This is an optimization exercise on Yosys and OpenROAD, whose aim is small area, not a production implementation. RTL that was checked went through simulation tests only; none was proved equivalent to the original. No functional check of the RTL was part of run 6. The flow treats the clock pin as an ideal source, which a real chip does not have. Power is estimated from default activity; no workload was simulated.

$ cat flow/design.v
module key_scan(
    input            clk,
    input            rst_n,
    input            first,      
    input      [3:0] key_col,
    output     [3:0] key_row,
    output     [3:0] key_out,
    output           key_vld
);
    reg [3:0] col_ff0, col_ff1;
    reg [6:0] shake_cnt;
    reg [2:0] r;
    reg [4:0] s;
    reg [1:0] col_get;
    always @(posedge clk or negedge rst_n)
        if (!rst_n) begin
            col_ff0 <= 4'hf;
            col_ff1 <= 4'hf;
        end else begin
            col_ff0 <= key_col;
            col_ff1 <= col_ff0;
        end
    wire any_low    = ~&col_ff1;
    wire shake_flag = any_low & shake_cnt[6] & shake_cnt[5] & shake_cnt[1] & shake_cnt[0];
    wire [7:0] sc;
    wire [6:0] ss;
    assign sc[0] = any_low;
    genvar i;
    generate for (i = 0; i < 7; i = i + 1) begin : g_shake
        assign ss[i]    = shake_cnt[i] ^ sc[i];
        assign sc[i+1]  = shake_cnt[i] & sc[i];
    end endgenerate
    wire clr_shake = shake_flag | first;
    always @(posedge clk or negedge rst_n)
        if (!rst_n)
            {shake_cnt[4:3], shake_cnt[1:0]} <= 4'd0;
        else
            {shake_cnt[4:3], shake_cnt[1:0]} <= {ss[4:3], ss[1:0]};
    always @(posedge clk)
        {shake_cnt[6:5], shake_cnt[2]} <= {ss[6:5], ss[2]} & {3{~clr_shake}};
    wire idle  = r[2] & r[0];       
    wire r_is4 = r[2] & ~r[0];
    wire [4:0] qc;
    wire [3:0] qs;
    assign qc[0] = 1'b1;
    generate for (i = 0; i < 4; i = i + 1) begin : g_s
        assign qs[i]   = s[i] ^ qc[i];
        assign qc[i+1] = s[i] & qc[i];
    end endgenerate
    always @(posedge clk or negedge rst_n)
        if (!rst_n) begin
            r <= 3'd7;
            s <= 5'd0;
        end else if (s[4]) begin
            if (r_is4) begin
                if (!any_low) begin
                    r <= 3'd7;
                    s[4] <= 1'b0;
                end
            end else begin
                r <= r + 3'd1;
                s[4] <= 1'b0;
            end
        end else if (idle) begin
            if (shake_flag)
                s[4] <= 1'b1;
        end else
            s <= {qc[4], qs};
    always @(posedge clk)
        if (idle & ~s[4])
            col_get <= (col_ff1 == 4'b1110) ? 2'd0 :
                       (col_ff1 == 4'b1101) ? 2'd1 :
                       (col_ff1 == 4'b1011) ? 2'd2 : 2'd3;
    assign key_row = {~r[2] & (r[1:0] != 2'd3), ~r[2] & (r[1:0] != 2'd2),
                      ~r[2] & (r[1:0] != 2'd1), ~r[2] & (r[1:0] != 2'd0)};
    assign key_vld = ~r[2] & (&s[3:0]) & ~col_ff1[col_get];
    assign key_out = {r[1:0], col_get};
endmodule
module control(
    input            clk,
    input            rst_n,
    input      [3:0] key_num,
    input            key_vld,
    input      [2:0] dsel,
    input            first,      
    output     [4:0] dchar
);
    localparam NONE = 5'd31;
    reg        err, pw, lock, twice;
    reg [3:0]  cnt_pw;       
    reg [15:0] password;
    reg [15:0] cnt_10s;
    reg [7:0]  cnt_2s_hi;
    wire digit   = key_vld & (key_num < 4'd10);
    wire confirm = key_vld & (key_num == 4'd10);
    wire [3:0] digit_code = {(~key_num[1] & ~key_num[2] & ~key_num[3]) | (key_num[1] & key_num[2]), (~key_num[1] & ~key_num[3]), (~key_num[2] & ~key_num[3]) | (key_num[0] & key_num[1]), (key_num[0])};
    wire pw_ok   = password == 16'h2345;
    wire [16:0] tc;
    wire [15:0] ts;
    assign tc[0] = pw;
    genvar i;
    generate for (i = 0; i < 16; i = i + 1) begin : g_10s
        assign ts[i]   = cnt_10s[i] ^ tc[i];
        assign tc[i+1] = cnt_10s[i] & tc[i];
    end endgenerate
    wire end_10s = pw & cnt_10s[15] & cnt_10s[14] & cnt_10s[9] & cnt_10s[8] &
                   cnt_10s[6] & cnt_10s[3] & cnt_10s[2] & cnt_10s[1] & cnt_10s[0];
    wire        fb   = cnt_pw[3] ^ ~(cnt_pw[2] & cnt_pw[1] & ~cnt_pw[0]);
    wire        wrap = cnt_pw[3] & ~cnt_pw[2] & ~cnt_pw[1] & ~cnt_pw[0];
    wire        carry = wrap & twice & lock;
    wire        hi_fb = ~(cnt_2s_hi[7] ^ cnt_2s_hi[5] ^ cnt_2s_hi[4] ^ cnt_2s_hi[3]);
    wire end_2s = err & wrap & cnt_2s_hi[7] & ~cnt_2s_hi[6] & cnt_2s_hi[5] &
                  cnt_2s_hi[2] & ~cnt_2s_hi[1] & cnt_2s_hi[0];
    wire add_pw  = ~err & digit & ~cnt_pw[3];
    wire leave   = end_10s | (confirm & (~pw_ok | (lock & twice)));   
    wire to_err  = pw & confirm & ~pw_ok & ~end_10s;
    always @(posedge clk or negedge rst_n)
        if (!rst_n) begin
            err    <= 1'b0;
            pw     <= 1'b0;
            lock   <= 1'b1;
            twice  <= 1'b0;
        end else if (err) begin
            err <= ~end_2s;
            lock  <= lock ^ wrap;
            twice <= twice ^ (wrap & lock);
        end else begin
            err <= to_err;
            pw  <= pw ? ~leave : digit;
            if (pw & confirm & ~end_10s & (~pw_ok | (lock & twice)))
                lock <= 1'b0;
            if (pw)
                twice <= twice ? ~(end_10s | confirm) : (lock & confirm & pw_ok);
        end
    always @(posedge clk)
        if (err)
            cnt_pw <= {cnt_pw[2:0], fb};
        else if (confirm | end_10s | first)
            cnt_pw <= 4'd0;
        else if (add_pw)
            cnt_pw <= {cnt_pw[2:0], 1'b1};
    always @(posedge clk)
        if (~err | carry)
            cnt_2s_hi <= {cnt_2s_hi[6:0], err & hi_fb};
    wire clr_10s = end_10s | first;
    always @(posedge clk or negedge rst_n)
        if (!rst_n)
            {cnt_10s[13:10], cnt_10s[7], cnt_10s[5], cnt_10s[3:0]} <= 10'd0;
        else
            {cnt_10s[13:10], cnt_10s[7], cnt_10s[5], cnt_10s[3:0]} <=
                {ts[13:10], ts[7], ts[5], ts[3:0]};
    always @(posedge clk)
        {cnt_10s[15:14], cnt_10s[9:8], cnt_10s[6], cnt_10s[4]} <=
            {ts[15:14], ts[9:8], ts[6], ts[4]} & {6{~clr_10s}};
    always @(posedge clk or negedge rst_n)
        if (!rst_n)
            password[3] <= 1'b1;
        else if (add_pw)
            password[3] <= digit_code[3];
    always @(posedge clk)
        if (add_pw)
            {password[15:4], password[2:0]} <= {password[11:0], digit_code[2:0]};
    wire [4:0] fixed_char = {1'b1,
        (~dsel[0] & ~err & ~lock) | (dsel[0] & dsel[2]),
        ~((~dsel[0] & ~dsel[2]) | (dsel[1] & err)),
        (~dsel[1]) | (dsel[0] & ~lock) | (err),
        (dsel[1] & ~err) | (dsel[2] & ~err & ~lock) | (dsel[0] & ~dsel[1] & err) | (~dsel[0] & ~err & lock)};
    reg  [4:0] pw_char;
    always @(*)
        case (dsel)
            3'd0:    pw_char = cnt_pw[0] ? {1'b0, password[3:0]}   : NONE;
            3'd1:    pw_char = cnt_pw[1] ? {1'b0, password[7:4]}   : NONE;
            3'd2:    pw_char = cnt_pw[2] ? {1'b0, password[11:8]}  : NONE;
            3'd3:    pw_char = cnt_pw[3] ? {1'b0, password[15:12]} : NONE;
            default: pw_char = NONE;
        endcase
    assign dchar = pw ? pw_char : fixed_char;
endmodule
module seg_display(
    input            clk,
    input            rst_n,
    input      [4:0] dchar,
    output     [2:0] dsel,
    output           first,
    output     [7:0] segment,
    output     [5:0] seg_sel
);
    reg [4:0] cnt_300us;
    reg [2:0] sel;        
    reg [4:0] hold;
    reg [4:0] code;
    wire at_0 = (~cnt_300us[0] & ~cnt_300us[1] & ~cnt_300us[3] & ~cnt_300us[4]);
    wire load = (cnt_300us[0] & ~cnt_300us[2] & cnt_300us[4]);
    wire p_fb = cnt_300us[4] ^ ((~cnt_300us[1]) | (~cnt_300us[2]) | (cnt_300us[3]));
    always @(posedge clk or negedge rst_n)
        if (!rst_n)
            cnt_300us <= 5'd0;
        else
            cnt_300us <= {cnt_300us[3:0], p_fb};
    always @(posedge clk or negedge rst_n)
        if (!rst_n)
            sel <= 3'd7;
        else if (at_0)
            sel <= {(sel[0] & sel[1] & ~sel[2]) | (~sel[0] & sel[2]), (sel[0] & ~sel[1] & ~sel[2]) | (~sel[0] & sel[1]), (~sel[0])};
    wire take = ~((~cnt_300us[0] & ~cnt_300us[1]) | (cnt_300us[4] & ~sel[2]) | (~cnt_300us[0] & sel[0]) | (cnt_300us[2] & sel[1]) | (cnt_300us[1] & ~cnt_300us[2] & sel[0]) | (~cnt_300us[3] & sel[2]));
    assign dsel  = sel;
    assign first = (sel[1] & sel[2]);
    always @(posedge clk)
        if (take)
            hold <= dchar;
    always @(posedge clk or negedge rst_n)
        if (!rst_n)
            code <= 5'd31;
        else if (load)
            code <= hold;
    wire [6:0] seg = {~((~code[1] & ~code[4]) | (code[1] & ~code[3]) | (~code[2] & code[4])),
        ~((~code[1]) | (~code[0] & code[2])),
        (code[0] & ~code[4]) | (code[2] & ~code[3] & ~code[4]) | (code[0] & code[1] & code[3]),
        (~code[0] & ~code[1] & code[2]) | (code[0] & code[3]) | (~code[0] & ~code[2] & code[4]),
        (~code[0] & code[1] & ~code[3]) | (~code[1] & code[4]) | (code[2] & code[3] & code[4]),
        ~((~code[0] & ~code[1] & ~code[3]) | (code[0] & ~code[2]) | (code[1] & ~code[4])),
        (~code[0] & ~code[1] & code[2]) | (code[0] & code[1] & code[2]) | (~code[2] & ~code[3] & code[4]) | (code[1] & code[3] & code[4])};
    assign segment = {1'b1, seg};
    assign seg_sel = {(~sel[2]) | (~sel[0]),
        (~sel[2]) | (sel[0] & ~sel[1]),
        (~sel[1]) | (~sel[0]),
        (~sel[1]) | (sel[0] & ~sel[2]),
        (~sel[0]) | (sel[1] & ~sel[2]) | (~sel[1] & sel[2]),
        ~((~sel[0] & ~sel[1] & ~sel[2]) | (sel[1] & sel[2]))};
endmodule
module top(
    input        clk,
    input        rst_n,
    input  [3:0] key_col,
    output [3:0] key_row,
    output [5:0] seg_sel,
    output [7:0] segment
);
    wire [3:0] key_out;
    wire       key_vld;
    wire [2:0] dsel;
    wire       first;       
    wire [4:0] dchar;
    key_scan u_key_scan(.clk(clk), .rst_n(rst_n), .first(first), .key_col(key_col),
                        .key_row(key_row), .key_out(key_out), .key_vld(key_vld));
    control u_ctrl(.clk(clk), .rst_n(rst_n), .key_num(key_out), .key_vld(key_vld),
                   .dsel(dsel), .first(first), .dchar(dchar));
    seg_display u_segment(.clk(clk), .rst_n(rst_n), .dchar(dchar), .dsel(dsel), .first(first),
                          .segment(segment), .seg_sel(seg_sel));
endmodule
$ cat flow/flow/run.sh
#!/bin/bash
# Own layout flow: the standard flow (standard.sh: the unchanged standard
# synthesis, floorplan, power grid, tap cells, placement, CTS, routing) with
# settings ORFS reads from its environment:
#  - every port gets the smallest buffer (buf_1) instead of the default one;
#  - after floorplan, combinational cells that synthesis sized up go back to
#    their smallest drive (flow/downsize.tcl); later repair steps size up
#    again where slew, capacitance or timing need it;
#  - clock tree synthesis with clkbuf_4 and no dummy loads, and clock
#    buffers that drive 11 or more flip-flops made clkbuf_8 (flow/clkfix.tcl).
# The make output (all tools) goes to standard_make.log here; ORFS also keeps
# each step's log under orfs/logs.
set -euo pipefail
bash standard.sh \
  "BUFFER_PORTS_ARGS=-buffer_cell sky130_fd_sc_hd__buf_1" \
  "CTS_ARGS=-sink_clustering_enable -repair_clock_nets -dont_use_dummy_load -buf_list sky130_fd_sc_hd__clkbuf_4" \
  "POST_FLOORPLAN_TCL=$PWD/flow/downsize.tcl" \
  "POST_CTS_TCL=$PWD/flow/clkfix.tcl" \
  finish > standard_make.log 2>&1
$ cat flow/flow/clkfix.tcl
# After CTS: a clock buffer that drives 11 or more flip-flops is made stronger, so
# that every flip-flop clock pin stays well inside the slew limit.
set count 0
foreach inst [get_cells clkbuf_*] {
  set master [get_property [get_lib_cells -of_objects $inst] name]
  if {$master ne "sky130_fd_sc_hd__clkbuf_4"} { continue }
  set net [get_nets -of_objects [get_pins [get_full_name $inst]/X]]
  set loads [llength [get_pins -of_objects $net -filter "direction==input"]]
  if {$loads >= 11} {
    replace_cell [get_full_name $inst] sky130_fd_sc_hd__clkbuf_8
    incr count
  }
}
puts "clkfix: upsized $count clock buffers"
if {$count > 0} {
  detailed_placement
  check_placement -verbose
}
$ cat flow/flow/downsize.tcl
# After floorplan: put every combinational cell that synthesis sized up back to
# its smallest drive strength (the design has several ns of slack); later
# repair steps size up again wherever slew, capacitance or timing need it.
set count 0
foreach inst [get_cells *] {
  set master [get_property [get_lib_cells -of_objects $inst] name]
  if {![regexp {^(sky130_fd_sc_hd__)([a-z0-9]+)_([0-9]+)$} $master -> pfx base drive]} { continue }
  if {[string match "df*" $base] || [string match "edf*" $base] || [string match "sdf*" $base]} { continue }
  if {[string match "*tap*" $base] || [string match "*fill*" $base] || [string match "*decap*" $base] || [string match "conb" $base]} { continue }
  foreach d {0 1} {
    if {$d >= $drive} { break }
    set cand "${pfx}${base}_${d}"
    if {[llength [get_lib_cells -quiet */$cand]] > 0 || [llength [get_lib_cells -quiet $cand]] > 0} {
      replace_cell [get_full_name $inst] $cand
      incr count
      break
    }
  }
}
puts "downsize: replaced $count cells"
$ cat flow/standard.sh
#!/bin/bash
# synth_recipe.tcl (not shown) runs the flow's synth.tcl, then flattens the netlist and writes it again
# the make line also repeats each setting of config.mk as NAME=value (left out here)
make -C /OpenROAD-flow-scripts/flow DESIGN_CONFIG=/design/flow/config.mk WORK_HOME=/design/flow/orfs CLKGATE_MAP_FILE= SYNTH_SCRIPT=/design/flow/synth_recipe.tcl "${@:-finish}"
$ cat flow/config.mk
export PLATFORM = sky130hd
export DESIGN_NAME = top
export DESIGN_NICKNAME = top
export VERILOG_FILES = /design/flow/design.v
export SDC_FILE = /design/flow/constraint.sdc
export NUM_CORES = 4
export LEC_CHECK = 0
export ABC_AREA = 0
export CAP_MARGIN = 20
export CORE_MARGIN = 2
export CORE_UTILIZATION = 40
export SLEW_MARGIN = 20
$ cat flow/constraint.sdc
create_clock -name core_clock -period 10.0 [get_ports {clk}]
set_input_delay 2.0000 -clock core_clock [delete_from_list [all_inputs] [get_ports {clk}]]
set_output_delay 2.0000 -clock core_clock [all_outputs]
set_load 0.01 [all_outputs]
==> results.yml, run 1 <==
outcome:
  outcome: "complete, no violations"
final_layout:
  final_nets: 388
  layout_cells_excl_fill: 483
  syn_to_final_growth_pct: 7.589
  combined_area_of_the_multi_input_logic_cells_um2: 1572
  drive_gt1_share_pct: 9.429
  insertedDiodeCount: 0
  finish.instance_area_um2: 4417
  layout.filler_cells: 934
  sequential_cell_area_um2: 2429
clock_tree:
  cts_tree: "built"
  cts_num_sinks: 91
  clk_latency_ps: 430
  clk_transition_reported_paths_ps: 80
place:
  gpl.final_weighted_congestion: 0.7817
  postPlaceCellArea_um2: 4318
  place.detailed.hpwl_um: 4811
  numPortBuffers: 22
  numPlacedInstances: 474
logic_synthesis:
  post_synth_and_or_nand_nor_area_fraction_pct: 12.16
  synthesized_instance_count: 327
  synthesis.area_um2: 4105
  number_of_synthesized_flops_with_an_enable_pin: 34
  synth_area_per_cell_um2: 12.55
  synth-compound-area-share_pct: 9.753
  post-synth-top-area-fraction_pct: 24.87
  synth_cell_types: 52
  synth.top_cells.by_area: "sky130_fd_sc_hd__edfxtp_1 25%, sky130_fd_sc_hd__dfrtp_1 16%, sky130_fd_sc_hd__dfstp_2 13%"
  asyncSetResetFlopFracSynth_pct: 52.75
  synth.yosys.seq_area_share_pct: 59.16
  mappedNetlistNets: 363
  share_of_synthesized_area_spent_on_multiplexers_pct: 4.633
  synth_area_in_adders_pct: 9.144
  synth_top_family_by_area: "simple AND/OR/NAND/NOR gates"
  yosysTopAreaCell: "sky130_fd_sc_hd__edfxtp_1"
  synth_top_flop_cell: "sky130_fd_sc_hd__edfxtp_1"
  ys.warnings.count: 3
  synthXorXnorAreaFrac_pct: 2.774
  synth.ff_latch_count: 91
critical_path:
  critPathKind: "reg -> out"
  worst-endpoint-arrival_ps: 1830
  critical_path.startpoint_type: "register"
  crit_path_end_kind: "output pin"
  path_max_fanout: 24
  critical_path_required_ps: 8000
drt:
  num_vias: 2514
  wirelength_um: 6773
  antenna_violating_nets_post_route: 0
  dr.pass1.iters: 4
  drt-vias-per-instance: 5.205
  drc: 0
  detail_route.iter0.violations: 88
  avgRoutedWirePerCell_um: 14.02
run:
  max_cap_viol_count: 0
global_route:
  globalRouteOverflowTotal: 0
  first_global_vias: 2517
  maximum_number_of_pins_on_one_net_before_global_route_repair: 49
  grt_usage_pct: 13.55
  grt_first_pass_wirelength_um: 12030
  initial_antenna_violation_count: 0
timing:
  finalHoldWorstSlack_ps: 358.7
  period_minus_slack_ps: 3829
  timing.fmax_mhz: 261.2
  clock_skew_ps: 33.97
  timing.final.setup_violations: 0
  slew_headroom_pct: 45.42
  max_slew.worst_pin.slew_ps: 811.2
  rsz_0062_raised_after_global_routing: "false"
  finalSetupTns_ps: 0
  final.period_utilization_pct: 38.29
  max_slew_vio_count: 0
  report.final.hold_viol_count: 0
floorplan:
  die-width_um: 105.3
  die_y_um: 105.3
  fp.coreArea_um2: 9864
  floorplan.io_pins: 24
  fp-row-count: 36
  floorplan.die_area_um2: 11090
  initial_core_util_pct: 41.62
power:
  share_clk_of_total_power_pct: 26.3
  power.sequential.fraction_pct: 67.1
  p_per_area_nw_per_um2: 145.1
  worst_ir_drop_vdd_mv: 0.07424
  static-leakage-power_nw: 1.816
  power.share.combinational_pct: 6.7
  power.switching_fraction_pct: 21.96
  power.internal_uw: 500.2
  netsw_uw: 140.7
worst_hold_path:
  hold_path_class: "reg -> reg"
==> synth_stat cells, types with 4 or more instances <==
library cell               instances
sky130_fd_sc_hd__mux2_2           10
sky130_fd_sc_hd__nand2_1          22
sky130_fd_sc_hd__ha_1             30
sky130_fd_sc_hd__mux2i_1           4
sky130_fd_sc_hd__nor2b_1           5
sky130_fd_sc_hd__o22ai_1          13
sky130_fd_sc_hd__edfxtp_1         34
sky130_fd_sc_hd__o21ai_0          12
sky130_fd_sc_hd__a21oi_1          15
sky130_fd_sc_hd__and2_1           12
sky130_fd_sc_hd__nor3_1            4
sky130_fd_sc_hd__dfstp_2          21
sky130_fd_sc_hd__xor2_1           10
sky130_fd_sc_hd__nand3_1           4
sky130_fd_sc_hd__dfrtp_1          27
sky130_fd_sc_hd__nand4_1           4
sky130_fd_sc_hd__inv_1            13
sky130_fd_sc_hd__nor2_1           17
sky130_fd_sc_hd__dfxtp_1           9
sky130_fd_sc_hd__clkbuf_1          8
==> sequential cells by signal, indices dropped and copies added, names as in the netlist, 2 cells and up <==
| register | flops |
|---|---|
| u_ctrl.password | 16 |
| u_ctrl.cnt_pw | 4 |
| u_key_scan.col_ff1 | 4 |
| u_key_scan.shake_cnt | 7 |
| u_key_scan.r | 3 |
| u_segment.cnt_300us | 5 |
| u_segment.sel | 3 |
| u_ctrl.cnt_2s_hi | 8 |
| u_ctrl.cnt_10s | 16 |
| u_segment.code | 5 |
| u_key_scan.col_ff0 | 4 |
| u_segment.hold | 5 |
| u_key_scan.s | 5 |
| u_key_scan.col_get | 2 |
==> cell usage in the layout, fill, tap and decap left out, types with 11 or more instances in the layout <==
| cell type | n |
|---|---|
| sky130_fd_sc_hd__inv_1 | 13 |
| sky130_fd_sc_hd__o21ai_0 | 11 |
| sky130_fd_sc_hd__nand2_1 | 22 |
| sky130_fd_sc_hd__dfstp_2 | 21 |
| sky130_fd_sc_hd__mux2_1 | 11 |
| sky130_fd_sc_hd__o22ai_1 | 13 |
| sky130_fd_sc_hd__buf_1 | 21 |
| sky130_fd_sc_hd__and2_0 | 12 |
| sky130_fd_sc_hd__a21oi_1 | 15 |
| sky130_fd_sc_hd__ha_1 | 30 |
| sky130_fd_sc_hd__nor2_1 | 17 |
| sky130_fd_sc_hd__edfxtp_1 | 34 |
| sky130_fd_sc_hd__dfrtp_1 | 27 |
==> power by group through the flow <==
stage	clock, mW	combinational (mW)	sequential, mW
final	0.168	0.0428	0.430
after global routing	0.190	0.0565	0.434
after detailed placement	0	0.0439	0.438
after global placement	0	0.0414	0.437
after floorplan	0	0.0306	0.434
==> per-stage QoR <==
stage / utilization [%] / worst slack, ps / power (mW)
after global placement: 43.77 / 6311 / 0.4782
after global routing: 44.77 / 6039 / 0.6800
final: 44.77 / 6171 / 0.6409
after floorplan: - / 6420 / 0.4651
after detailed placement: 43.77 / 6262 / 0.4816
==> worst max-delay path, stage by stage (launching register included) <==
cell and delay [ps]:
sky130_fd_sc_hd__dfstp_2 780, sky130_fd_sc_hd__and2_0 340, sky130_fd_sc_hd__o21ai_0 150, sky130_fd_sc_hd__buf_1 150
==> path summary, 6_finish.rpt <==
path | from | endpoint | slack [ps] | cells after the start
setup / recovery | u_segment.sel[1]$_DFFE_PN1P_ | seg_sel[1] | 6170 | 3
hold / removal | u_key_scan.col_ff0[1]$_DFF_PN1_ | u_key_scan.col_ff1[1]$_DFF_PN1_ | 360 | 0
setup reg to reg | u_ctrl.pw$_DFFE_PN0N_ | u_ctrl.cnt_10s[15]$_DFF_P_ | 6280 | 17
hold reg to reg | u_key_scan.col_ff0[1]$_DFF_PN1_ | u_key_scan.col_ff1[1]$_DFF_PN1_ | 360 | 0
max in group asynchronous | rst_n | u_key_scan.s[4]$_DFF_PN0_ | 7890 | 2
min in group asynchronous | rst_n | u_ctrl.err$_DFF_PN0_ | 1660 | 2
==> routing by layer <==
metal  part of all wire (%)  wire length [um]  global-route usage (%)
met5                      0                 0                       0
met4                    1.2                83                   3.905
met3                    4.0               269                   4.576
met2                     48              3228                   21.84
met1                     47              3191                   17.36
==> cells by family after synthesis <==
logic type      count (synthesis)
buf+inv                        24
mux                            16
compound gates                 62
fa+ha+maj                      30
other cells                     1
xor+xnor                       13
simple gates                   90
flops                          91
==> final cells by class <==
type                    instances  share of cell area [%]
multi-input cells             212                   35.58
clock buffers                   9                   2.238
inverters                      14                   1.190
well taps                     133                   3.768
flip-flops and latches         91                   54.99
repair buffers                 24                   2.238
==> inputs of run 2 (changes only) <==
--- a/flow/flow/downsize.tcl
+++ b/flow/flow/downsize.tcl
@@ -1,5 +1,18 @@
-# After floorplan: put every combinational cell that synthesis sized up back to
-# its smallest drive strength (the design has several ns of slack); later
-# repair steps size up again wherever slew, capacitance or timing need it.
+# After floorplan: re-map the combinational logic for area (OpenROAD's
+# restructure, which runs ABC on the logic between registers and ports and
+# keeps every register), then put every combinational cell back to its
+# smallest drive strength (the design has several ns of slack); later repair
+# steps size up again wherever slew, capacitance or timing need it.
+set tielo_cell [lindex $::env(TIELO_CELL_AND_PORT) 0]
+set tiehi_cell [lindex $::env(TIEHI_CELL_AND_PORT) 0]
+set lib_name [get_name [get_property [lindex [get_lib_cell $tielo_cell] 0] library]]
+set rmp_dir $::env(RESULTS_DIR)/rmp
+file mkdir $rmp_dir
+puts "restructure: area before [sta::format_area [rsz::design_area] 0]"
+restructure -liberty_file [lindex $::env(LIB_FILES) 0] -target area \
+  -tielo_port $lib_name/$tielo_cell/[lindex $::env(TIELO_CELL_AND_PORT) 1] \
+  -tiehi_port $lib_name/$tiehi_cell/[lindex $::env(TIEHI_CELL_AND_PORT) 1] \
+  -work_dir $rmp_dir -abc_logfile $rmp_dir/abc.log
+puts "restructure: area after [sta::format_area [rsz::design_area] 0]"
 set count 0
 foreach inst [get_cells *] {
==> run 2 against run 1 <==
Still clean. Routed wire length grew 9.5%. Clock power increased by 4%. Non-clock buffer count shrank 1. Via count rose by 12%. Largest cell class unchanged. Largest power group unchanged.
==> results.yml, run 2 <==
outcome:
  outcome: "complete, no violations"
final_layout:
  drive_gt1_share_pct: 8.205
  combined_area_of_the_multi_input_logic_cells_um2: 1297
  final_common_cell: "sky130_fd_sc_hd__nor2_1"
  layout.filler_cells: 930
  layout_cells_excl_fill: 523
  layout.cells.most_common_list: "57 x sky130_fd_sc_hd__nor2_1, 45 x sky130_fd_sc_hd__clkinv_1, 34 x sky130_fd_sc_hd__edfxtp_1"
  finish.instance_area_um2: 4258
  sequential_cell_area_um2: 2429
  final_nets: 398
  insertedDiodeCount: 0
  syn_to_final_growth_pct: 3.718
power:
  power.share.combinational_pct: 9.1
  static-leakage-power_nw: 1.576
  p_per_area_nw_per_um2: 158.9
  worst_ir_drop_vdd_mv: 0.05697
  power.internal_uw: 511.7
  power.switching_fraction_pct: 24.39
  power.sequential.fraction_pct: 64.9
  share_clk_of_total_power_pct: 25.9
  netsw_uw: 165.0
timing:
  final.period_utilization_pct: 40.20
  timing.fmax_mhz: 248.7
  finalSetupTns_ps: 0
  timing.final.setup_violations: 0
  max_slew_vio_count: 0
  slew_headroom_pct: 36.06
  clock_skew_ps: 24.00
  rsz_0062_raised_after_global_routing: "false"
  max_slew.worst_pin.slew_ps: 950.3
  period_minus_slack_ps: 4020
  report.final.hold_viol_count: 0
place:
  gpl.final_weighted_congestion: 0.7880
  numPortBuffers: 22
  postPlaceCellArea_um2: 4153
  numPlacedInstances: 514
  place.detailed.hpwl_um: 5263
logic_synthesis:
  mappedNetlistNets: 363
  asyncSetResetFlopFracSynth_pct: 52.75
  synthTopCellsByCount: "34 x sky130_fd_sc_hd__edfxtp_1, 30 x sky130_fd_sc_hd__ha_1, 27 x sky130_fd_sc_hd__dfrtp_1"
  library_cell_with_the_highest_instance_count_after_synthesis: "sky130_fd_sc_hd__edfxtp_1"
  ys.warnings.count: 3
  synthesized_instance_count: 327
  synth_cell_types: 52
  post-synth-top-area-fraction_pct: 24.87
  synth.yosys.seq_area_share_pct: 59.16
  synth.ff_latch_count: 91
  synth_top_flop_cell: "sky130_fd_sc_hd__edfxtp_1"
  number_of_synthesized_flops_with_an_enable_pin: 34
  synth_area_per_cell_um2: 12.55
  yosysTopAreaCell: "sky130_fd_sc_hd__edfxtp_1"
  synth.top_cells.by_area: "sky130_fd_sc_hd__edfxtp_1 25%, sky130_fd_sc_hd__dfrtp_1 16%, sky130_fd_sc_hd__dfstp_2 13%"
  synthesis.area_um2: 4105
global_route:
  first_global_vias: 2580
  maximum_number_of_pins_on_one_net_before_global_route_repair: 49
  globalRouteOverflowTotal: 0
  grt_usage_pct: 14.20
  initial_antenna_violation_count: 0
  grt_first_pass_wirelength_um: 12450
drt:
  drc: 0
  detail_route.iter0.violations: 226
  wirelength_um: 7415
  antenna_violating_nets_post_route: 0
  dr.pass1.iters: 7
  avgRoutedWirePerCell_um: 14.18
  drt-vias-per-instance: 5.384
  num_vias: 2816
run:
  max_cap_viol_count: 0
clock_tree:
  cts_num_sinks: 91
  cts_tree: "built"
  clk_latency_ps: 430
  clk_transition_reported_paths_ps: 90
critical_path:
  crit_path_end_kind: "output pin"
  critPathKind: "reg -> out"
  critical_path_required_ps: 8000
  path_max_fanout: 19
  critical_path.startpoint_type: "register"
  worst-endpoint-arrival_ps: 2020
floorplan:
  floorplan.die_area_um2: 11090
  fp-row-count: 36
  fp.coreArea_um2: 9864
  die_y_um: 105.3
  floorplan.io_pins: 24
  die-width_um: 105.3
  initial_core_util_pct: 41.62
worst_hold_path:
  hold_path_class: "reg -> reg"
run 2: cell type report:
cell class / instances / share of cell area [%]
flip-flops and latches: 91 / 57.04
multi-input cells: 222 / 30.47
inverters: 45 / 3.967
well taps: 133 / 3.908
clock buffers: 9 / 2.468
repair buffers: 23 / 2.145
run 2: power groups by stage:
stage               Clock (mW)  Sequential (mW)  Combinational, mW
floorplan                    0            0.434             0.0306
global placement             0            0.445             0.0597
detailed placement           0            0.446             0.0632
global route             0.198            0.444             0.0721
finish                   0.175            0.440             0.0618
run 2: final timing paths:
path / endpoint / from / cells past startpoint / slack, ps
worst max-delay path: seg_sel[1] / u_segment.sel[1]$_DFFE_PN1P_ / 4 / 5980
max in group asynchronous: u_ctrl.cnt_10s[0]$_DFF_PN0_ / rst_n / 2 / 7900
worst max register to register: u_key_scan.shake_cnt[5]$_DFF_P_ / u_key_scan.col_ff1[0]$_DFF_PN1_ / 8 / 7340
worst min-delay path: u_key_scan.col_ff1[1]$_DFF_PN1_ / u_key_scan.col_ff0[1]$_DFF_PN1_ / 0 / 340
worst min register to register: u_key_scan.col_ff1[1]$_DFF_PN1_ / u_key_scan.col_ff0[1]$_DFF_PN1_ / 0 / 340
min in group asynchronous: u_key_scan.s[0]$_DFFE_PN0P_ / rst_n / 2 / 1670
run 2: cell families after synthesis:
logic type | after synthesis | share of synthesized area (%)
AOI/OAI and AO/OA | 62 | 9.754
xor gates and xnor gates | 13 | 2.774
and+or+nand+nor | 90 | 12.16
buffers and inverters | 24 | 2.286
muxes | 16 | 4.633
adders and majority gates | 30 | 9.144
DFF | 91 | 59.16
other | 1 | 0.09135
run 2: routing by layer:
metal | part of all wire (%) | vias up | wire length (um) | track usage (%)
li1 | - | 1387 | - | -
met1 | 46 | 1325 | 3418 | 18.64
met2 | 47 | 87 | 3455 | 22.12
met3 | 4.5 | 17 | 335 | 2.659
met4 | 2.8 | 0 | 205 | 7.905
met5 | 0 | - | 0 | 0
run 2: through the flow:
stage / hold slack, ps / power, mW / worst slack (ps) / util (%)
floorplan: 345.2 / 0.4651 / 6420 / -
global placement: 346.9 / 0.5047 / 6562 / 42.10
detailed placement: 346.8 / 0.5095 / 6429 / 42.10
global route: 334.5 / 0.7142 / 5776 / 43.16
finish: 336.1 / 0.6767 / 5980 / 43.16
run 2: critical path: stages (launching register included):
cell and delay (ps):
sky130_fd_sc_hd__dfstp_2 720, sky130_fd_sc_hd__clkinv_1 240, sky130_fd_sc_hd__nor2_1 320, sky130_fd_sc_hd__o21ai_0 170, sky130_fd_sc_hd__buf_1 150
==> inputs of run 3 (changes only) <==
--- a/flow/flow/run.sh
+++ b/flow/flow/run.sh
@@ -4,7 +4,9 @@
 # settings ORFS reads from its environment:
 #  - every port gets the smallest buffer (buf_1) instead of the default one;
-#  - after floorplan, combinational cells that synthesis sized up go back to
-#    their smallest drive (flow/downsize.tcl); later repair steps size up
-#    again where slew, capacitance or timing need it;
+#  - after floorplan, the combinational logic is re-mapped for area by
+#    OpenROAD's restructure (ABC; every register is kept as synthesis made
+#    it), and cells sized up go back to their smallest drive
+#    (flow/downsize.tcl); later repair steps size up again where slew,
+#    capacitance or timing need it;
 #  - clock tree synthesis with clkbuf_4 and no dummy loads, and clock
 #    buffers that drive 11 or more flip-flops made clkbuf_8 (flow/clkfix.tcl).
--- a/flow/config.mk
+++ b/flow/config.mk
@@ -6,5 +6,5 @@
 export NUM_CORES = 4
 export LEC_CHECK = 0
-export ABC_AREA = 0
+export ABC_AREA = 1
 export CAP_MARGIN = 20
 export CORE_MARGIN = 2
==> run 3 against run 2 <==
Still clean. Cell count is 2.9% higher. Routed wire length is 0.53% lower. Fmax decreased by 0.12%. Setup slack lost 4.8 ps. Critical path depth did not move. Critical path type unchanged. Highest routed layer unchanged.
==> results.yml, run 3 <==
drt:
  num_vias: 2792
  dr.pass1.iters: 4
  antenna_violating_nets_post_route: 0
  drc: 0
  drt-vias-per-instance: 5.190
  avgRoutedWirePerCell_um: 13.71
  detail_route.iter0.violations: 178
  wirelength_um: 7376
logic_synthesis:
  number_of_synthesized_flops_with_an_enable_pin: 34
  synthesis.area_um2: 4358
  ys.warnings.count: 3
  asyncSetResetFlopFracSynth_pct: 52.75
  post-synth-top-area-fraction_pct: 23.43
  yosysTopAreaCell: "sky130_fd_sc_hd__edfxtp_1"
  library_cell_with_the_highest_instance_count_after_synthesis: "sky130_fd_sc_hd__nand2_1"
  synthesized_instance_count: 429
  synth.yosys.seq_area_share_pct: 55.73
  synth.top_cells.by_area: "sky130_fd_sc_hd__edfxtp_1 23%, sky130_fd_sc_hd__dfrtp_1 16%, sky130_fd_sc_hd__dfstp_2 13%"
  synthTopCellsByCount: "79 x sky130_fd_sc_hd__nand2_1, 56 x sky130_fd_sc_hd__nor2_1, 43 x sky130_fd_sc_hd__inv_1"
  synth_cell_types: 43
  mappedNetlistNets: 465
  synth.ff_latch_count: 91
  synth_top_flop_cell: "sky130_fd_sc_hd__edfxtp_1"
  synth_area_per_cell_um2: 10.16
critical_path:
  timing.critical_path.slowest_cell_delay_ps: 640
  worst-endpoint-arrival_ps: 2030
  critical_path.startpoint_type: "register"
  critPathKind: "reg -> out"
  critical_path_required_ps: 8000
  path_buf_inv: 2
  crit_path_end_kind: "output pin"
  r2r_start: "u_ctrl.pw$_DFFE_PN0N_"
  crit_path_start: "u_segment.sel[2]$_DFFE_PN1P_"
  path_max_fanout: 11
  timing.critical_path.cells: "clkinv_1, nor2_1, o21ai_0, buf_1"
  critPathTopFamily: "flip-flops"
  crit_path_top_delay_cell: "sky130_fd_sc_hd__dfstp_2"
power:
  power.share.combinational_pct: 7.8
  power.switching_fraction_pct: 23.47
  static-leakage-power_nw: 1.610
  share_clk_of_total_power_pct: 26.3
  worst_ir_drop_vdd_mv: 0.05463
  p_per_area_nw_per_um2: 151.8
  fin_total_pwr_uw: 650.6
  netsw_uw: 152.7
  power.internal_uw: 497.9
  power.sequential.fraction_pct: 65.9
floorplan:
  floorplan.die_area_um2: 11750
  initial_core_util_pct: 40.56
  floorplan.io_pins: 24
  die_y_um: 108.4
  fp-row-count: 38
  fp.coreArea_um2: 10750
  die-width_um: 108.4
final_layout:
  layout.filler_cells: 1069
  insertedDiodeCount: 0
  final_common_cell: "sky130_fd_sc_hd__nor2_1"
  drive_gt1_share_pct: 8.040
  syn_to_final_growth_pct: -1.637
  layout.cells.most_common_list: "64 x sky130_fd_sc_hd__nor2_1, 48 x sky130_fd_sc_hd__clkinv_1, 34 x sky130_fd_sc_hd__edfxtp_1"
  final_nets: 406
run:
  max_cap_viol_count: 0
clock_tree:
  cts_tree: "built"
  cts_num_sinks: 91
  clk_transition_reported_paths_ps: 110
  clk_latency_ps: 430
global_route:
  grt_usage_pct: 13.69
  maximum_number_of_pins_on_one_net_before_global_route_repair: 49
  grt_first_pass_wirelength_um: 12590
  initial_antenna_violation_count: 0
  first_global_vias: 2631
  globalRouteOverflowTotal: 0
place:
  numPortBuffers: 22
  gpl.final_weighted_congestion: 0.8687
  place.detailed.hpwl_um: 5342
timing:
  max_slew_vio_count: 0
  clock_skew_ps: 30.06
  timing.final.setup_violations: 0
  period_minus_slack_ps: 4025
  slew_headroom_pct: 34.63
  timing.fmax_mhz: 248.4
  report.final.hold_viol_count: 0
  final.period_utilization_pct: 40.25
  finalSetupTns_ps: 0
  max_slew.worst_pin.slew_ps: 971.6
  rsz_0062_raised_after_global_routing: "false"
  finalHoldWorstSlack_ps: 359.1
outcome:
  outcome: "complete, no violations"
worst_hold_path:
  hold_path_class: "reg -> reg"
  hold_start: "u_key_scan.col_ff0[2]$_DFF_PN1_"
## run 3: cell type report
| class | count | area [um2] | area share (%) |
|---|---|---|---|
| inverter | 48 | 180.2 | 4.203 |
| timing repair buffer | 23 | 91.34 | 2.131 |
| sequential | 91 | 2429 | 56.66 |
| clock buffer | 9 | 98.84 | 2.306 |
| multi-input combinational | 227 | 1313 | 30.62 |
| tap | 140 | 175.2 | 4.086 |
## run 3: path summary, 6_finish.rpt
kind	cells after the start	slack, ps	endpoint
worst max register to register	12	7120	u_ctrl.cnt_10s[14]$_DFF_P_
worst max-delay path	4	5970	seg_sel[1]
worst min register to register	0	360	u_key_scan.col_ff1[2]$_DFF_PN1_
max in group asynchronous	2	7900	u_ctrl.cnt_10s[0]$_DFF_PN0_
worst min-delay path	0	360	u_key_scan.col_ff1[2]$_DFF_PN1_
min in group asynchronous	2	1660	u_ctrl.pw$_DFFE_PN0N_
## run 3: logic make-up (layout without fill, tap and decap cells)
group                      Yosys count  after routing  synth area share [%]
and+or+nand+nor                    181            125                 19.44
DFF                                 91             91                 55.73
AOI/OAI and AO/OA                   57             98                 7.436
buffers and inverters               57             80                 6.058
adders and majority gates           30              0                 8.613
xor gates and xnor gates             8              2                 1.608
muxes                                4              0                 1.034
other                                1              2               0.08605
## run 3: worst reg2reg max path, stage by stage, from the launching register on
cell	delay (ps)
sky130_fd_sc_hd__dfrtp_1	480
sky130_fd_sc_hd__clkinv_1	220
sky130_fd_sc_hd__nor2_1	280
sky130_fd_sc_hd__nand2_1	140
sky130_fd_sc_hd__nor2_1	200
sky130_fd_sc_hd__and3_1	240
sky130_fd_sc_hd__and3_1	230
sky130_fd_sc_hd__and3_1	230
sky130_fd_sc_hd__and3_1	230
sky130_fd_sc_hd__and3_1	230
sky130_fd_sc_hd__and2_0	170
sky130_fd_sc_hd__o21ai_0	80
sky130_fd_sc_hd__nor2_1	100
## run 3: through the flow
stage | instance area (um2) | cells | worst slack (ps) | util (%)
floorplan | 4358 | 429 | 6447 | -
global placement | 4188 | 529 | 6432 | 38.97
detailed placement | 4188 | 529 | 6396 | 38.97
global route | 4287 | 538 | 5775 | 39.89
finish | 4287 | 538 | 5975 | 39.89
## run 3: power by group through the flow
stage / combinational (mW) / clock, mW / sequential [mW]
detailed placement: 0.0523 / 0 / 0.436
finish: 0.0508 / 0.171 / 0.429
global placement: 0.0500 / 0 / 0.435
global route: 0.0595 / 0.194 / 0.432
floorplan: 0.0334 / 0 / 0.434
## run 3: routing by layer
metal | up-vias | share of wire [%] | global-route usage (%)
li1 | 1416 | - | -
met1 | 1310 | 46 | 17.16
met2 | 60 | 48 | 22.15
met3 | 6 | 4.5 | 4.099
met4 | 0 | 0.98 | 5.586
met5 | - | 0 | 0
==> inputs of run 4 (changes only) <==
--- a/flow/config.mk
+++ b/flow/config.mk
@@ -6,5 +6,5 @@
 export NUM_CORES = 4
 export LEC_CHECK = 0
-export ABC_AREA = 1
+export ABC_AREA = 0
 export CAP_MARGIN = 20
 export CORE_MARGIN = 2
==> run 4 against run 3 <==
Worst hold slack got worse by 23 ps. Via count rose by 0.86%. Die area fell by 5.6%. Combinational power rose by 22%. Critical path depth did not move. Count of clock-buffer cells in the layout did not move. Flip-flop and latch count did not move. Clock skew fell by 6.1 ps. Cell count fell by 2.8%.
==> results.yml, run 4 <==
drt:
  antenna_violating_nets_post_route: 0
  detail_route.iter0.violations: 226
  drt-vias-per-instance: 5.384
  avgRoutedWirePerCell_um: 14.18
  dr.pass1.iters: 7
  drc: 0
  num_vias: 2816
  wirelength_um: 7415
floorplan:
  die_y_um: 105.3
  die-width_um: 105.3
  initial_core_util_pct: 41.62
  floorplan.die_area_um2: 11090
  fp.coreArea_um2: 9864
  floorplan.io_pins: 24
  fp-row-count: 36
place:
  numPortBuffers: 22
  postPlaceCellArea_um2: 4153
  gpl.final_weighted_congestion: 0.7880
  place.detailed.hpwl_um: 5263
global_route:
  grt_usage_pct: 14.20
  first_global_vias: 2580
  initial_antenna_violation_count: 0
  grt_first_pass_wirelength_um: 12450
  maximum_number_of_pins_on_one_net_before_global_route_repair: 49
  globalRouteOverflowTotal: 0
critical_path:
  critical_path.startpoint_type: "register"
  r2r_start: "u_key_scan.col_ff1[0]$_DFF_PN1_"
  path_max_fanout: 19
  rrSetupSlack_ps: 7340
  worst-r2r-cell-count: 8
  timing.critical_path.slowest_cell_delay_ps: 720
  timing.critical_path.cells: "clkinv_1, nor2_1, o21ai_0, buf_1"
  critPathKind: "reg -> out"
  crit_path_top_delay_cell: "sky130_fd_sc_hd__dfstp_2"
  critical_path_required_ps: 8000
  reg2reg_to: "u_key_scan.shake_cnt[5]$_DFF_P_"
  worst-endpoint-arrival_ps: 2020
  crit_path_end_kind: "output pin"
timing:
  timing.final.setup_violations: 0
  rsz_0062_raised_after_global_routing: "false"
  period_minus_slack_ps: 4020
  max_slew.worst_pin.slew_ps: 950.3
  slew_headroom_pct: 36.06
  clock_skew_ps: 24.00
  max_slew_vio_count: 0
  finalSetupTns_ps: 0
  report.final.hold_viol_count: 0
  final.period_utilization_pct: 40.20
  timing.fmax_mhz: 248.7
final_layout:
  syn_to_final_growth_pct: 3.718
  finish.instance_area_um2: 4258
  insertedDiodeCount: 0
  drive_gt1_share_pct: 8.205
  layout.filler_cells: 930
  sequential_cell_area_um2: 2429
  final_common_cell: "sky130_fd_sc_hd__nor2_1"
  final_nets: 398
  layout.cells.most_common_list: "57 x sky130_fd_sc_hd__nor2_1, 45 x sky130_fd_sc_hd__clkinv_1, 34 x sky130_fd_sc_hd__edfxtp_1"
  combined_area_of_the_multi_input_logic_cells_um2: 1297
logic_synthesis:
  synth_cell_types: 52
  synth.top_cells.by_area: "sky130_fd_sc_hd__edfxtp_1 25%, sky130_fd_sc_hd__dfrtp_1 16%, sky130_fd_sc_hd__dfstp_2 13%"
  asyncSetResetFlopFracSynth_pct: 52.75
  synthTopCellsByCount: "34 x sky130_fd_sc_hd__edfxtp_1, 30 x sky130_fd_sc_hd__ha_1, 27 x sky130_fd_sc_hd__dfrtp_1"
  synth_area_per_cell_um2: 12.55
  library_cell_with_the_highest_instance_count_after_synthesis: "sky130_fd_sc_hd__edfxtp_1"
  ys.warnings.count: 3
  number_of_synthesized_flops_with_an_enable_pin: 34
  post-synth-top-area-fraction_pct: 24.87
  yosysTopAreaCell: "sky130_fd_sc_hd__edfxtp_1"
  synth.yosys.seq_area_share_pct: 59.16
  synth.ff_latch_count: 91
  synthesis.area_um2: 4105
  synthesized_instance_count: 327
  synth_top_flop_cell: "sky130_fd_sc_hd__edfxtp_1"
  mappedNetlistNets: 363
worst_hold_path:
  hold_path_class: "reg -> reg"
  hold_critical_path_depth: 0
  hold_start: "u_key_scan.col_ff0[1]$_DFF_PN1_"
  worst_hold_path.endpoint: "u_key_scan.col_ff1[1]$_DFF_PN1_"
clock_tree:
  clk_latency_ps: 430
  clk_transition_reported_paths_ps: 90
  cts_num_sinks: 91
  cts_tree: "built"
run:
  max_cap_viol_count: 0
outcome:
  outcome: "complete, no violations"
power:
  p_per_area_nw_per_um2: 158.9
  worst_ir_drop_vdd_mv: 0.05697
  static-leakage-power_nw: 1.576
## run 4: cell types whose count changed after synthesis, moves of 12 or more
cell / before / now
sky130_fd_sc_hd__and2_1: 0 / 12
sky130_fd_sc_hd__nor2_1: 56 / 17
sky130_fd_sc_hd__nand2_1: 79 / 22
sky130_fd_sc_hd__nand3_1: 18 / 4
sky130_fd_sc_hd__inv_1: 43 / 13
## run 4: worst max path at each step
stage	startpoint	endpoint	slack, ps
finish	u_segment.sel[1]$_DFFE_PN1P_	seg_sel[1]	5980
floorplan	u_ctrl.pw$_DFFE_PN0N_	u_ctrl.cnt_10s[15]$_DFF_P_	6420
detailed placement	u_segment.sel[1]$_DFFE_PN1P_	seg_sel[1]	6430
global placement	u_segment.sel[1]$_DFFE_PN1P_	seg_sel[1]	6560
global route	u_segment.sel[1]$_DFFE_PN1P_	seg_sel[1]	5780
## run 4: critical path, delay by kind of cell (launching register included)
kind / cells / cell delay [ps]
flip-flops: 1 / 720
buffers and inverters: 2 / 390
AND/OR/NAND/NOR: 1 / 320
AO/OA/AOI/OAI: 1 / 170
## run 4: final cells by class
cell class              instances  area share, %
clock buffers                   9          2.468
repair buffers                 23          2.145
well taps                     133          3.908
multi-input cells             222          30.47
inverters                      45          3.967
flip-flops and latches         91          57.04
## run 4: metal layers
metal / part of all wire, % / GRT usage, %
met1: 46 / 18.64
met2: 47 / 22.12
met5: 0 / 0
met4: 2.8 / 7.905
met3: 4.5 / 2.659
## run 4: power by group
part           switching, mW  internal (mW)
logic                 0.0359         0.0259
registers             0.0210          0.419
clock network          0.108         0.0672
total                  0.165          0.512
## run 4: logic make-up (layout without fill, tap and decap cells)
| group | after synthesis | in the layout | share of synthesized area (%) |
|---|---|---|---|
| AOI/OAI and AO/OA | 62 | 102 | 9.754 |
| xor gates and xnor gates | 13 | 4 | 2.774 |
| adders and majority gates | 30 | 0 | 9.144 |
| buffers and inverters | 24 | 77 | 2.286 |
| DFF | 91 | 91 | 59.16 |
| muxes | 16 | 0 | 4.633 |
| other | 1 | 2 | 0.09135 |
| and+or+nand+nor | 90 | 114 | 12.16 |
## run 4: stage by stage
stage,hold WS [ps],cells,power (mW),utilization (%),worst slack [ps]
2_1_floorplan,345.2,327,0.4651,-,6420
5_1_grt,334.5,523,0.7142,43.16,5776
3_3_place_gp,346.9,514,0.5047,42.10,6562
6_report,336.1,523,0.6767,43.16,5980
3_5_place_dp,346.8,514,0.5095,42.10,6429
==> inputs of run 5 (changes only) <==
--- a/flow/config.mk
+++ b/flow/config.mk
@@ -9,4 +9,4 @@
 export CAP_MARGIN = 20
 export CORE_MARGIN = 2
-export CORE_UTILIZATION = 40
+export CORE_UTILIZATION = 60
 export SLEW_MARGIN = 20
==> run 5 against run 4 <==
Clock power fell by 5%. Count of clock-buffer cells in the layout did not move. Clock skew rose by 9.9 ps. Setup slack improved by 47 ps. Fmax rose by 1.2%. Critical path depth did not move. Worst hold slack got worse by 16 ps. Non-clock buffer count rose by 1. Global-route usage rose by 6.0 points. Cell area fell by 1.5%. Critical endpoint unchanged. Largest power group unchanged.
==> results.yml, run 5 <==
global_route:
  first_global_vias: 2608
  maximum_number_of_pins_on_one_net_before_global_route_repair: 49
  grt_usage_pct: 20.23
  grt_first_pass_wirelength_um: 11810
  initial_antenna_violation_count: 0
  globalRouteOverflowTotal: 0
power:
  power.switching_fraction_pct: 23.97
  power.internal_uw: 507.7
  worst_ir_drop_vdd_mv: 0.1086
  share_clk_of_total_power_pct: 25.0
  power.share.combinational_pct: 9.2
  p_per_area_nw_per_um2: 159.3
  fin_total_pwr_uw: 667.8
  power.sequential.fraction_pct: 65.8
  static-leakage-power_nw: 1.579
  netsw_uw: 160.0
timing:
  report.final.hold_viol_count: 0
  finalHoldWorstSlack_ps: 320.2
  timing.fmax_mhz: 251.7
  max_slew_vio_count: 0
  final.period_utilization_pct: 39.74
  period_minus_slack_ps: 3974
  finalSetupTns_ps: 0
  clock_skew_ps: 33.90
  max_slew.worst_pin.slew_ps: 715.7
  rsz_0062_raised_after_global_routing: "false"
  slew_headroom_pct: 51.84
  timing.final.setup_violations: 0
logic_synthesis:
  synth.yosys.seq_area_share_pct: 59.16
  synth.top_cells.by_area: "sky130_fd_sc_hd__edfxtp_1 25%, sky130_fd_sc_hd__dfrtp_1 16%, sky130_fd_sc_hd__dfstp_2 13%"
  synth_cell_types: 52
  synthesis.area_um2: 4105
  mappedNetlistNets: 363
  number_of_synthesized_flops_with_an_enable_pin: 34
  ys.warnings.count: 3
  library_cell_with_the_highest_instance_count_after_synthesis: "sky130_fd_sc_hd__edfxtp_1"
  asyncSetResetFlopFracSynth_pct: 52.75
  synthTopCellsByCount: "34 x sky130_fd_sc_hd__edfxtp_1, 30 x sky130_fd_sc_hd__ha_1, 27 x sky130_fd_sc_hd__dfrtp_1"
  synth_area_per_cell_um2: 12.55
  yosysTopAreaCell: "sky130_fd_sc_hd__edfxtp_1"
  synth_top_flop_cell: "sky130_fd_sc_hd__edfxtp_1"
  post-synth-top-area-fraction_pct: 24.87
  synth.ff_latch_count: 91
  synthesized_instance_count: 327
drt:
  wirelength_um: 7182
  drc: 0
  dr.pass1.iters: 5
  antenna_violating_nets_post_route: 0
  num_vias: 2780
  detail_route.iter0.violations: 153
  drt-vias-per-instance: 5.902
  avgRoutedWirePerCell_um: 15.25
clock_tree:
  clk_transition_reported_paths_ps: 100
  cts_tree: "built"
  cts_num_sinks: 91
  clk_latency_ps: 420
worst_hold_path:
  hold_start: "u_key_scan.col_ff0[0]$_DFF_PN1_"
  hold_path_class: "reg -> reg"
place:
  place.detailed.hpwl_um: 4996
  numPortBuffers: 22
  gpl.final_weighted_congestion: 0.8258
  numPlacedInstances: 462
run:
  max_cap_viol_count: 0
critical_path:
  critPathKind: "reg -> out"
  rrSetupSlack_ps: 7460
  critical_path_required_ps: 8000
  critical_path.startpoint_type: "register"
  crit_path_end_kind: "output pin"
  worst-endpoint-arrival_ps: 1970
  path_max_fanout: 19
  crit_path_start: "u_segment.sel[1]$_DFFE_PN1P_"
  r2r_start: "u_ctrl.pw$_DFFE_PN0N_"
outcome:
  outcome: "complete, no violations"
floorplan:
  fp.coreArea_um2: 6719
  die_y_um: 86.72
  fp-row-count: 30
  floorplan.die_area_um2: 7519
  initial_core_util_pct: 61.10
  die-width_um: 86.72
  floorplan.io_pins: 24
final_layout:
  layout_cells_excl_fill: 471
  layout.cells.most_common_list: "57 x sky130_fd_sc_hd__nor2_1, 45 x sky130_fd_sc_hd__clkinv_1, 34 x sky130_fd_sc_hd__edfxtp_1"
  drive_gt1_share_pct: 8.440
  insertedDiodeCount: 0
  syn_to_final_growth_pct: 2.133
  final_common_cell: "sky130_fd_sc_hd__nor2_1"
  final_nets: 399
[run 5: cell counts after synthesis]
No cell type changed its count.
[run 5: cell families after synthesis]
group	share of synthesized area, %
adder cells (fa/ha/maj)	9.144
multiplexers	4.633
AND/OR/NAND/NOR	12.16
XOR/XNOR	2.774
buffers and inverters	2.286
AO/OA/AOI/OAI	9.754
flip-flops	59.16
other	0.09135
[run 5: metal layers]
layer	up-vias	global-route usage [%]	wire length (um)
li1	1385	-	-
met1	1332	27.86	3455
met5	-	0	0
met4	0	6.534	32
met3	2	4.571	287
met2	61	32.10	3406
[run 5: per-stage QoR]
| stage | instance area, um2 | util (%) | worst slack [ps] |
|---|---|---|---|
| floorplan | 4105 | - | 6420 |
| global placement | 4094 | 60.93 | 6539 |
| detailed placement | 4094 | 60.93 | 6469 |
| global route | 4193 | 62.40 | 5809 |
| finish | 4193 | 62.40 | 6026 |
[run 5: final timing paths]
path	to	depth (start not counted)
worst max-delay path	seg_sel[1]	4
worst min-delay path	u_key_scan.col_ff1[0]$_DFF_PN1_	0
worst max register to register	u_ctrl.cnt_10s[15]$_DFF_P_	10
worst min register to register	u_key_scan.col_ff1[0]$_DFF_PN1_	0
max in group asynchronous	u_key_scan.shake_cnt[1]$_DFF_PN0_	2
min in group asynchronous	u_ctrl.cnt_10s[1]$_DFF_PN0_	2
[run 5: critical path: stages (launching register included)]
cell	delay [ps]
sky130_fd_sc_hd__dfstp_2	730
sky130_fd_sc_hd__clkinv_1	240
sky130_fd_sc_hd__nor2_1	300
sky130_fd_sc_hd__o21ai_0	160
sky130_fd_sc_hd__buf_1	140
[run 5: power by group through the flow]
stage	logic (mW)	clock network (mW)	registers, mW
after detailed placement	0.0621	0	0.446
final	0.0614	0.167	0.439
after floorplan	0.0306	0	0.434
after global placement	0.0598	0	0.445
after global routing	0.0711	0.189	0.443
[run 5: cell type report]
type | instances | area, um2
timing repair buffer | 24 | 98.84
sequential | 91 | 2429
fill | 552 | 2526
inverter | 45 | 168.9
tap | 80 | 100.1
multi-input combinational | 222 | 1297
clock buffer | 9 | 98.84
==> inputs of run 6 (changes only) <==
--- a/flow/design.v
+++ b/flow/design.v
@@ -10,5 +10,6 @@
     reg [3:0] col_ff0, col_ff1;
     reg [6:0] shake_cnt;
-    reg [2:0] r;
+    reg [2:0] r_n;        
+    wire [2:0] r = ~r_n;
     reg [4:0] s;
     reg [1:0] col_get;
@@ -50,14 +51,14 @@
     always @(posedge clk or negedge rst_n)
         if (!rst_n) begin
-            r <= 3'd7;
+            r_n <= 3'd0;
             s <= 5'd0;
         end else if (s[4]) begin
             if (r_is4) begin
                 if (!any_low) begin
-                    r <= 3'd7;
+                    r_n <= 3'd0;
                     s[4] <= 1'b0;
                 end
             end else begin
-                r <= r + 3'd1;
+                r_n <= ~(r + 3'd1);
                 s[4] <= 1'b0;
             end
@@ -87,7 +88,11 @@
 );
     localparam NONE = 5'd31;
-    reg        err, pw, lock, twice;
+    reg        err, pw, unlock, twice;    
+    wire       lock = ~unlock;
     reg [3:0]  cnt_pw;       
-    reg [15:0] password;
+    reg [15:4] pw_hi;
+    reg        pw3_n;        
+    reg [2:0]  pw_lo;
+    wire [15:0] password = {pw_hi, ~pw3_n, pw_lo};
     reg [15:0] cnt_10s;
     reg [7:0]  cnt_2s_hi;
@@ -119,9 +124,9 @@
             err    <= 1'b0;
             pw     <= 1'b0;
-            lock   <= 1'b1;
+            unlock <= 1'b0;
             twice  <= 1'b0;
         end else if (err) begin
             err <= ~end_2s;
-            lock  <= lock ^ wrap;
+            unlock <= unlock ^ wrap;
             twice <= twice ^ (wrap & lock);
         end else begin
@@ -129,5 +134,5 @@
             pw  <= pw ? ~leave : digit;
             if (pw & confirm & ~end_10s & (~pw_ok | (lock & twice)))
-                lock <= 1'b0;
+                unlock <= 1'b1;
             if (pw)
                 twice <= twice ? ~(end_10s | confirm) : (lock & confirm & pw_ok);
@@ -155,10 +160,10 @@
     always @(posedge clk or negedge rst_n)
         if (!rst_n)
-            password[3] <= 1'b1;
+            pw3_n <= 1'b0;
         else if (add_pw)
-            password[3] <= digit_code[3];
+            pw3_n <= ~digit_code[3];
     always @(posedge clk)
         if (add_pw)
-            {password[15:4], password[2:0]} <= {password[11:0], digit_code[2:0]};
+            {pw_hi, pw_lo} <= {password[11:0], digit_code[2:0]};
     wire [4:0] fixed_char = {1'b1,
         (~dsel[0] & ~err & ~lock) | (dsel[0] & dsel[2]),
--- a/flow/config.mk
+++ b/flow/config.mk
@@ -9,4 +9,4 @@
 export CAP_MARGIN = 20
 export CORE_MARGIN = 2
-export CORE_UTILIZATION = 60
+export CORE_UTILIZATION = 40
 export SLEW_MARGIN = 20
==> run 6 against run 5 <==
Via count is 0.18% lower. Combinational power grew to 2.7 times the previous value. Register-to-register slack worse by 100 ps. Routed wire length is 3.1% higher. Clock power hardly changed. Count of clock-buffer cells in the layout stayed put. Sequential share of layout area is 0.71 points lower. Cell count is 12% higher. Synthesized cell count is 1.8% higher. Still clean on timing, DRC and antenna. Synthesized area is 0.64% higher.
==> results.yml, run 6 <==
critical_path:
  reg2reg_to: "u_ctrl.cnt_10s[14]$_DFF_P_"
  critPathKind: "reg -> out"
  rrSetupSlack_ps: 7360
  path_max_fanout: 20
  critical_path_required_ps: 8000
  crit_path_end_kind: "output pin"
  r2r_start: "u_ctrl.pw$_DFFE_PN0N_"
  crit_path_start: "u_segment.sel[1]$_DFFE_PN1P_"
  timing.critical_path.cells: "clkinv_1, nor2_1, o21ai_0, buf_1"
  worst-r2r-cell-count: 11
  critical_path.startpoint_type: "register"
  timing.critical_path.slowest_cell_delay_ps: 750
  worst-endpoint-arrival_ps: 2060
  crit_path_top_delay_cell: "sky130_fd_sc_hd__dfstp_2"
  crit_end: "seg_sel[1]"
final_layout:
  layout.cells.most_common_list: "60 x sky130_fd_sc_hd__nor2_1, 42 x sky130_fd_sc_hd__clkinv_1, 34 x sky130_fd_sc_hd__edfxtp_1"
  largest_register_ffs: 16
  syn_to_final_growth_pct: 2.483
  layout_cells_excl_fill: 528
  insertedDiodeCount: 0
  layout.core_utilization_pct: 41.57
  final_nets: 400
  drive_gt1_share_pct: 6.888
  final_common_cell: "sky130_fd_sc_hd__nor2_1"
floorplan:
  fp-row-count: 37
  floorplan.io_pins: 24
  initial_core_util_pct: 40.57
  die_y_um: 105.6
  die-width_um: 105.6
  floorplan.die_area_um2: 11160
  fp.coreArea_um2: 10180
logic_synthesis:
  synthesis.area_um2: 4131
  synthesized_instance_count: 333
  number_of_synthesized_flops_with_an_enable_pin: 34
  post-synth-top-area-fraction_pct: 24.71
  asyncSetResetFlopFracSynth_pct: 52.75
  synth_top_flop_cell: "sky130_fd_sc_hd__edfxtp_1"
  synth.ff_latch_count: 91
  synth.yosys.seq_area_share_pct: 58.63
  mappedNetlistNets: 369
  synth.top_cells.by_area: "sky130_fd_sc_hd__edfxtp_1 25%, sky130_fd_sc_hd__dfrtp_1 19%, sky130_fd_sc_hd__dfstp_2 10%"
  synthTopCellsByCount: "34 x sky130_fd_sc_hd__edfxtp_1, 32 x sky130_fd_sc_hd__dfrtp_1, 30 x sky130_fd_sc_hd__ha_1"
  synth_cell_types: 53
  ys.warnings.count: 3
  yosysTopAreaCell: "sky130_fd_sc_hd__edfxtp_1"
  library_cell_with_the_highest_instance_count_after_synthesis: "sky130_fd_sc_hd__edfxtp_1"
  synth_area_per_cell_um2: 12.41
global_route:
  initial_antenna_violation_count: 0
  maximum_number_of_pins_on_one_net_before_global_route_repair: 49
  globalRouteOverflowTotal: 0
  grt_first_pass_wirelength_um: 12570
  first_global_vias: 2686
  grt_usage_pct: 14.33
drt:
  wirelength_um: 7407
  drc: 0
  detail_route.iter0.violations: 126
  dr.pass1.iters: 4
  avgRoutedWirePerCell_um: 14.03
  antenna_violating_nets_post_route: 0
  drt-vias-per-instance: 5.256
  num_vias: 2775
clock_tree:
  cts_tree: "built"
  clk_transition_reported_paths_ps: 100
  clk_latency_ps: 430
  cts_num_sinks: 91
timing:
  slew_headroom_pct: 35.45
  max_slew.worst_pin.slew_ps: 958.2
  finalSetupTns_ps: 0
  rsz_0062_raised_after_global_routing: "false"
  timing.final.ws_setup_ps: 5940
  final.period_utilization_pct: 40.60
  max_slew_vio_count: 0
  timing.fmax_mhz: 246.3
  report.final.hold_viol_count: 0
  timing.final.setup_violations: 0
  period_minus_slack_ps: 4060
  clock_skew_ps: 31.72
place:
  numPortBuffers: 22
  place.detailed.hpwl_um: 5303
  numPlacedInstances: 519
  gpl.final_weighted_congestion: 0.8089
  post-place-ws_ps: 6398
run:
  max_cap_viol_count: 0
power:
  fin_total_pwr_uw: 799.2
  static-leakage-power_nw: 1.610
  p_per_area_nw_per_um2: 188.8
  worst_ir_drop_vdd_mv: 0.1093
worst_hold_path:
  hold_path_class: "reg -> reg"
  hold_start: "u_key_scan.col_ff0[2]$_DFF_PN1_"
outcome:
  outcome: "complete, no violations"
## run 6: cell types whose count changed after synthesis, moves of 3 or more
| cell | previous run | this run |
|---|---|---|
| sky130_fd_sc_hd__or4b_1 | 3 | 0 |
| sky130_fd_sc_hd__and4_1 | 0 | 3 |
| sky130_fd_sc_hd__o31ai_1 | 3 | 0 |
| sky130_fd_sc_hd__nor2b_1 | 5 | 11 |
| sky130_fd_sc_hd__dfstp_2 | 21 | 16 |
| sky130_fd_sc_hd__nor4b_1 | 0 | 5 |
| sky130_fd_sc_hd__dfrtp_1 | 27 | 32 |
| sky130_fd_sc_hd__a31oi_1 | 0 | 4 |
## run 6: through the flow
step | hold slack, ps | cell area, um2
floorplan | 345.2 | 4131
global placement | 345.8 | 4141
detailed placement | 346.8 | 4141
global route | 362.7 | 4234
finish | 358.4 | 4234
## run 6: worst min path at each step
stage,cells past startpoint,end
5_1_grt,0,u_key_scan.col_ff1[1]$_DFF_PN1_
3_5_place_dp,0,u_key_scan.col_ff1[3]$_DFF_PN1_
2_1_floorplan,0,u_key_scan.col_ff1[0]$_DFF_PN1_
3_3_place_gp,0,u_key_scan.col_ff1[0]$_DFF_PN1_
6_report,0,u_key_scan.col_ff1[2]$_DFF_PN1_
## run 6: critical path, delay by kind of cell (launching register included)
family	cells	cell delay (ps)
buffers and inverters	2	450
AOI/OAI and AO/OA	1	140
and+or+nand+nor	1	300
DFF	1	750
## run 6: final cells by class
type,count,area (um2)
multi-input combinational,227,1300
inverter,42,157.7
clock buffer,9,92.59
sequential,91,2422
tap,136,170.2
timing repair buffer,23,91.34
fill,1020,5951
## run 6: layer usage
metal / GRT usage [%] / up-vias / share of wire (%) / routed length (um)
met5: 0 / - / 0 / 0
met4: 6.015 / 0 / 1.6 / 116
met3: 3.401 / 9 / 3.5 / 256
met2: 23.64 / 47 / 48 / 3556
met1: 18.09 / 1331 / 47 / 3477
li1: - / 1388 / - / -
## run 6: cells by family after synthesis
family	after synthesis	share of synthesized area (%)
multiplexers	17	4.876
buffers and inverters	22	2.090
AO/OA/AOI/OAI	62	9.509
flip-flops	91	58.63
adder cells (fa/ha/maj)	30	9.085
other	1	0.09077
XOR/XNOR	12	2.544
AND/OR/NAND/NOR	98	13.17
## run 6: report_power, final
part | switching (mW) | internal [mW] | total [mW]
registers | 0.0380 | 0.434 | 0.472
logic | 0.101 | 0.0617 | 0.163
clock network | 0.105 | 0.0589 | 0.164

re-timing with driven ports:
In the flow no input, the clock included, has a driving cell. The finished layouts below were timed again as built, in two steps.
Step 1 (the two cells are an assumption about what drives the block):
set clk [get_ports {clk}]
set_driving_cell -lib_cell sky130_fd_sc_hd__clkbuf_16 $clk
set_driving_cell -lib_cell sky130_fd_sc_hd__buf_2 [delete_from_list [all_inputs] $clk]
Step 2, shift: input delay + t, output delay - t, t = (earliest + latest rising clock arrival at the registers) / 2. This alone moves slack from input paths to output paths.
Three values: ideal, step 1, step 2; two values: the first two.
run	t (ns)	setup WS [ns]	latest minus earliest clock arrival (ns)
run 1	0.441	6.171 / 6.144 / 6.276	0.034 / 0.034
run 2	0.450	5.980 / 5.950 / 6.400	0.024 / 0.024
run 3	0.447	5.975 / 5.944 / 6.391	0.030 / 0.030
run 4	0.450	5.980 / 5.950 / 6.400	0.024 / 0.024
run 5	0.428	6.026 / 5.999 / 6.427	0.034 / 0.034
run 6	0.442	5.940 / 5.909 / 6.351	0.032 / 0.033
After both steps every run listed still meets setup and hold.
